What follows belongs to an exercise in optimizing a design on an open flow for small area; a production flow would make more cautious choices. Where RTL was checked, it was by simulation tests only, not by an equivalence proof against the original.

== cedar ==
==> flow/design.v (excerpt) <==
module fft(clk,rst,fir_data,fir_valid,fft_data,fft_valid,freq,fft_fin);
input clk;
input rst;
input fir_valid;
input [15:0] fir_data;
output fft_valid,fft_fin;
output [31:0] fft_data;
output [3:0] freq;
integer i;
reg [3:0] cnt;
reg       run, fv, outv;
wire      adv = fir_valid | run;
always @(posedge clk)
  if (rst) begin
    cnt <= 4'd0; run <= 1'b0; fv <= 1'b0; outv <= 1'b0;
  end else begin
    if (adv) cnt <= cnt + 4'd1;
    run <= adv;
    if (adv && cnt == 4'd15) fv <= fir_valid;
    if (run && cnt == 4'd1)  outv <= fv;
  end
wire [3:0] q1 = cnt;           
wire [3:0] qb = cnt - 4'd1;    
wire [3:0] qv = cnt - 4'd2;    
wire [3:0] qs = cnt - 4'd3;    
wire [3:0] qo = cnt - 4'd2;    
assign fft_valid = outv;
assign fft_fin   = outv & (cnt == 4'd1);
assign freq      = {qo[0], qo[1], qo[2], qo[3]};
reg  [15:0] f1 [0:7];
wire [15:0] f1o = f1[7];
wire [15:0] a1, b1;
fft_rca #(16) u_a1 (.a(f1o), .b(fir_data),  .ci(1'b0), .s(a1));
fft_rca #(16) u_b1 (.a(f1o), .b(~fir_data), .ci(1'b1), .s(b1));
wire [15:0] s1r = f1o;    
always @(posedge clk) begin
  f1[0] <= cnt[3] ? b1 : fir_data;
  for (i = 1; i < 8; i = i + 1) f1[i] <= f1[i-1];
end
wire isA  = ~q1[3] & q1[0];
wire isC  = ~q1[3] & (q1[1:0] == 2'd2);
wire en_nP = isA | isC;
wire sgA  = ~q1[3] & (q1[2] | (q1[1] & q1[0]));
wire sgB  = ~(q1[2:0] == 3'd3);
wire e1   = ~q1[3] & (|q1[1:0]);
wire snz  = |s1r;
wire [15:0] sa = s1r ^ {16{sgA}};
wire [15:0] sb = s1r ^ {16{sgB}};
wire [15:0] ac1 = sa;
  ...
==> flow/config.mk <==
export PLATFORM = sky130hd
export DESIGN_NAME = fft
export DESIGN_NICKNAME = fft
export VERILOG_FILES = /design/flow/design.v
export SDC_FILE = /design/flow/constraint.sdc
export NUM_CORES = 4
export LEC_CHECK = 0
export CAP_MARGIN = 20
export CORE_MARGIN = 2
export CORE_UTILIZATION = 65
export CTS_CLUSTER_DIAMETER = 50
export CTS_CLUSTER_SIZE = 25
export PLACE_DENSITY = 0.75
export SLEW_MARGIN = 20
export SYNTH_HIERARCHICAL = 1
export SYNTH_MINIMUM_KEEP_SIZE = 0
==> flow/constraint.sdc <==
create_clock -name core_clock -period 12.0 [get_ports {clk}]
set_input_delay 2.4000 -clock core_clock [delete_from_list [all_inputs] [get_ports {clk}]]
set_output_delay 2.4000 -clock core_clock [all_outputs]
set_load 0.01 [all_outputs]
run.sh (not shown) runs the stock make flow with config.mk's settings and CLKGATE_MAP_FILE= SYNTH_SCRIPT=/design/flow/synth_recipe.tcl, a recipe that flattens the netlist after the stock synthesis.
cedar finished every stage and its layout cleared the timing, design-rule and antenna checks.
Here is what was changed in the inputs of oak compared with cedar.
# cedar
export LEC_CHECK = 0
export CAP_MARGIN = 20
export CORE_MARGIN = 2
export CORE_UTILIZATION = 65
export CTS_CLUSTER_DIAMETER = 50
export CTS_CLUSTER_SIZE = 25
export PLACE_DENSITY = 0.75
export SLEW_MARGIN = 20
export SYNTH_HIERARCHICAL = 1
export SYNTH_MINIMUM_KEEP_SIZE = 0
create_clock -name core_clock -period 12.0 [get_ports {clk}]
# oak
export LEC_CHECK = 0
export CAP_MARGIN = 20
export CORE_MARGIN = 2
export CORE_UTILIZATION = 65
export PLACE_DENSITY = 0.75
export SLEW_MARGIN = 20
export SYNTH_HIERARCHICAL = 1
export SYNTH_MINIMUM_KEEP_SIZE = 0
create_clock -name core_clock -period 12.0 [get_ports {clk}]
The simple-gate area share of the yosys netlist was comparable across oak and cedar. Cell area after layout essentially unchanged between oak and cedar. Wire length per cell after detailed routing, oak and cedar: smaller value in oak. oak against cedar; wire length of the first global-routing pass is down slightly.


Another version of the RTL of fft (not shown whole).
For scale: about 580 flip-flops.
## fft
module fft(clk,rst,fir_data,fir_valid,fft_data,fft_valid,freq,fft_fin);
input clk;
input rst;
input fir_valid;
input [15:0] fir_data;
output fft_valid,fft_fin;
output [31:0] fft_data;
output [3:0] freq;
integer i;
reg [3:0] cnt;
reg       run, fv, outv;
wire      adv = fir_valid | run;
always @(posedge clk)
  if (rst) begin
    cnt <= 4'd0; run <= 1'b0; fv <= 1'b0; outv <= 1'b0;
  end else begin
    if (adv) cnt <= cnt + 4'd1;
    run <= adv;
    if (adv && cnt == 4'd15) fv <= fir_valid;
    if (run && cnt == 4'd1)  outv <= fv;
  end
wire [3:0] q1 = cnt;           
wire [3:0] qb = cnt - 4'd1;    
wire [3:0] qv = cnt - 4'd2;    
wire [3:0] qs = cnt - 4'd3;    
wire [3:0] qo = cnt - 4'd2;    
assign fft_valid = outv;
assign fft_fin   = outv & (cnt == 4'd1);
assign freq      = {qo[0], qo[1], qo[2], qo[3]};
reg  [15:0] f1 [0:7];
wire [15:0] f1o = f1[7];
wire [15:0] a1, b1;
fft_rca #(16) u_a1 (.a(f1o), .b(fir_data),  .ci(1'b0), .s(a1));
fft_rca #(16) u_b1 (.a(f1o), .b(~fir_data), .ci(1'b1), .s(b1));
wire [15:0] s1r = f1o;    
always @(posedge clk) begin
  f1[0] <= cnt[3] ? b1 : fir_data;
  for (i = 1; i < 8; i = i + 1) f1[i] <= f1[i-1];
end
wire isA  = ~q1[3] & q1[0];
wire isC  = ~q1[3] & (q1[1:0] == 2'd2);
wire en_nP = isA | isC;
wire sgA  = ~q1[3] & (q1[2] | (q1[1] & q1[0]));
  ...
export LEC_CHECK = 0
export CAP_MARGIN = 20
export CORE_MARGIN = 2
export CORE_UTILIZATION = 65
export CTS_BUF_LIST = sky130_fd_sc_hd__clkbuf_4
export PLACE_DENSITY = 0.75
export SLEW_MARGIN = 20
export SYNTH_HIERARCHICAL = 1
export SYNTH_MINIMUM_KEEP_SIZE = 0
create_clock -name core_clock -period 12.0 [get_ports {clk}]
Edit:
CTS_BUF_LIST = sky130_fd_sc_hd__clkbuf_4 sky130_fd_sc_hd__clkbuf_8 sky130_fd_sc_hd__clkbuf_16   (was sky130_fd_sc_hd__clkbuf_4)
After rerunning: Worst setup slack loses 69 ps. Flip-flop and latch count stays the same. Synthesized cell count is unchanged. Die area does not change. Fmax went down by 0.58%.
Edit:
CTS_BUF_LIST = sky130_fd_sc_hd__clkbuf_8   (was sky130_fd_sc_hd__clkbuf_4 sky130_fd_sc_hd__clkbuf_8 sky130_fd_sc_hd__clkbuf_16)
CTS_CLUSTER_DIAMETER = 50   (was unset)
CTS_CLUSTER_SIZE = 16   (was unset)
Result: Worst setup slack gains 150 ps; worst hold slack loses 11 ps; wire length decreases by 1.9%; die area does not change; critical path depth decreases by 1; via count is about the same; utilization decreases by 1.9 points; sequential share of layout area increases by 0.83 points; final area decreases by 2.7%.
No functional check of the RTL was part of any run of this note.


Another version of the RTL of fft (not shown whole).
Size: ~2900 cells after synthesis, about 570 flip-flops, ~57 I/O pins, roughly 31000 sq um of cells after synthesis.
## fft
module fft(clk,rst,fir_data,fir_valid,fft_data,fft_valid,freq,fft_fin);
input clk;
input rst;
input fir_valid;
input [15:0] fir_data;
output fft_valid,fft_fin;
output [31:0] fft_data;
output [3:0] freq;
integer i;
reg [3:0] cnt;
reg       run, fv, outv;
wire      adv = fir_valid | run;
always @(posedge clk)
  if (rst) begin
    cnt <= 4'd0; run <= 1'b0; fv <= 1'b0; outv <= 1'b0;
  end else begin
    if (adv) cnt <= cnt + 4'd1;
    run <= adv;
    if (adv && cnt == 4'd15) fv <= fir_valid;
    if (run && cnt == 4'd1)  outv <= fv;
  end
wire [3:0] q1 = cnt;           
wire [3:0] qv = cnt - 4'd2;    
wire [3:0] qs = cnt - 4'd3;    
wire [3:0] qo = cnt - 4'd2;    
assign fft_valid = outv;
assign fft_fin   = outv & (cnt == 4'd1);
assign freq      = {qo[0], qo[1], qo[2], qo[3]};
reg  [15:0] f1 [0:7];
wire [15:0] f1o = f1[7];
wire [15:0] a1, b1;
fft_rca #(16) u_a1 (.a(f1o), .b(fir_data),  .ci(1'b0), .s(a1));
fft_rca #(16) u_b1 (.a(f1o), .b(~fir_data), .ci(1'b1), .s(b1));
wire [15:0] s1r = f1o;    
always @(posedge clk) begin
  f1[0] <= cnt[3] ? b1 : fir_data;
  for (i = 1; i < 8; i = i + 1) f1[i] <= f1[i-1];
end
wire isA  = ~q1[3] & q1[0];
wire isC  = ~q1[3] & (q1[1:0] == 2'd2);
wire en_nP = isA | isC;
wire sgA  = ~q1[3] & (q1[2] | (q1[1] & q1[0]));
wire sgB  = ~(q1[2:0] == 3'd3);
wire e1   = ~q1[3] & (|q1[1:0]);
wire snz  = |s1r;
wire [15:0] sa = s1r ^ {16{sgA}};
wire [15:0] sb = s1r ^ {16{sgB}};
wire [15:0] ac1 = sa;
wire [15:0] ac2 = {16{en_nP}} & ~sa;
wire [15:0] ac3 = {16{en_nP}} & (sa ^ {16{isA}});
wire        ac2c = en_nP & ~sgA;
wire        ac3c = en_nP & (isA ^ sgA);
wire        ac4a = isA & sgA;
wire        ac4c = isC & sgA;
wire        ac5c = en_nP & sgA;
wire        ac6c = isA & ~sgA;
wire        ac7c = isC & ~sgA;
wire [16:0] ac4 = isA ? {sa[15], sa} : (isC ? {sa, 1'b0} : 17'd0);
wire [15:0] ac5 = {16{en_nP}} & sa;
wire [15:0] ac6 = {16{isA}} & ~sa;
wire [15:0] ac7 = {16{isC}} & ~sa;
wire        rac = e1 & snz & (s1r[15] ^ sgA);
wire [15:0] bc1 = sb;
wire [15:0] bc2 = ~sb;
wire [15:0] bc3 = sb;
wire [15:0] bc4 = ~sb;
  ...
Settings: LEC_CHECK=0, ABC_AREA=1, CAP_MARGIN=20, CORE_MARGIN=2, CORE_UTILIZATION=70, CTS_BUF_LIST=sky130_fd_sc_hd__clkbuf_8, CTS_CLUSTER_DIAMETER=50, CTS_CLUSTER_SIZE=16, PLACE_DENSITY=0.8, SLEW_MARGIN=20, SYNTH_HIERARCHICAL=1, SYNTH_MINIMUM_KEEP_SIZE=0; clock period 12.0 ns.
==> next run, changes <==
--- a/flow/config.mk
+++ b/flow/config.mk
@@ -13,2 +13,2 @@
-export CTS_CLUSTER_DIAMETER = 50
-export CTS_CLUSTER_SIZE = 16
+export CTS_CLUSTER_DIAMETER = 45
+export CTS_CLUSTER_SIZE = 22
After rerunning: Non-clock buffer count came out lower by 1. Final area climbs by 0.93%. Sequential share of layout area decreases by 0.31 points. Worst setup slack degrades by 20 ps.

==> afterwards: timing with drivers on the ports <==
In the flow no input, the clock included, has a driving cell. The finished layouts below were timed again as built, in two steps.
Step 1, drivers: a clkbuf_16 drives clk and a buf_2 each remaining input, both assumed.
Step 2 also shifts input and output timing later by t, the mid clock arrival at the registers, as if the neighbouring blocks saw the same clock.
a / b / c = no drivers / after step 1 / after step 2; a / b = the first two.
| run | t, ns | setup slack, ns | hold slack, ns | worst setup path at the end | worst register clock-pin slew, ns |
|---|---|---|---|---|---|
| cedar | 0.666 | 0.279 / 0.216 / 0.477 | 0.317 / 0.317 / 0.317 | register to register | 0.09 / 0.09 |
| oak | 0.665 | 0.279 / 0.218 / 0.399 | 0.312 / 0.312 / 0.312 | register to register | 0.07 / 0.07 |
| the first run of note 2 | 1.007 | 0.189 / 0.127 / 0.435 | 0.267 / 0.267 / 0.267 | register to register | 0.10 / 0.10 |
| the second run of note 2 | 0.676 | 0.119 / 0.063 / 0.311 | 0.292 / 0.292 / 0.292 | register to register | 0.07 / 0.07 |
| the third run of note 2 | 0.746 | 0.269 / 0.214 / 0.385 | 0.281 / 0.281 / 0.281 | register to register | 0.11 / 0.11 |
| the first run of note 3 | 0.713 | 0.282 / 0.226 / 0.815 | 0.316 / 0.316 / 0.316 | register to register | 0.11 / 0.11 |
| the second run of note 3 | 0.720 | 0.262 / 0.206 / 0.830 | 0.320 / 0.320 / 0.320 | register to register | 0.12 / 0.12 |
After both steps every run listed still meets setup and hold.
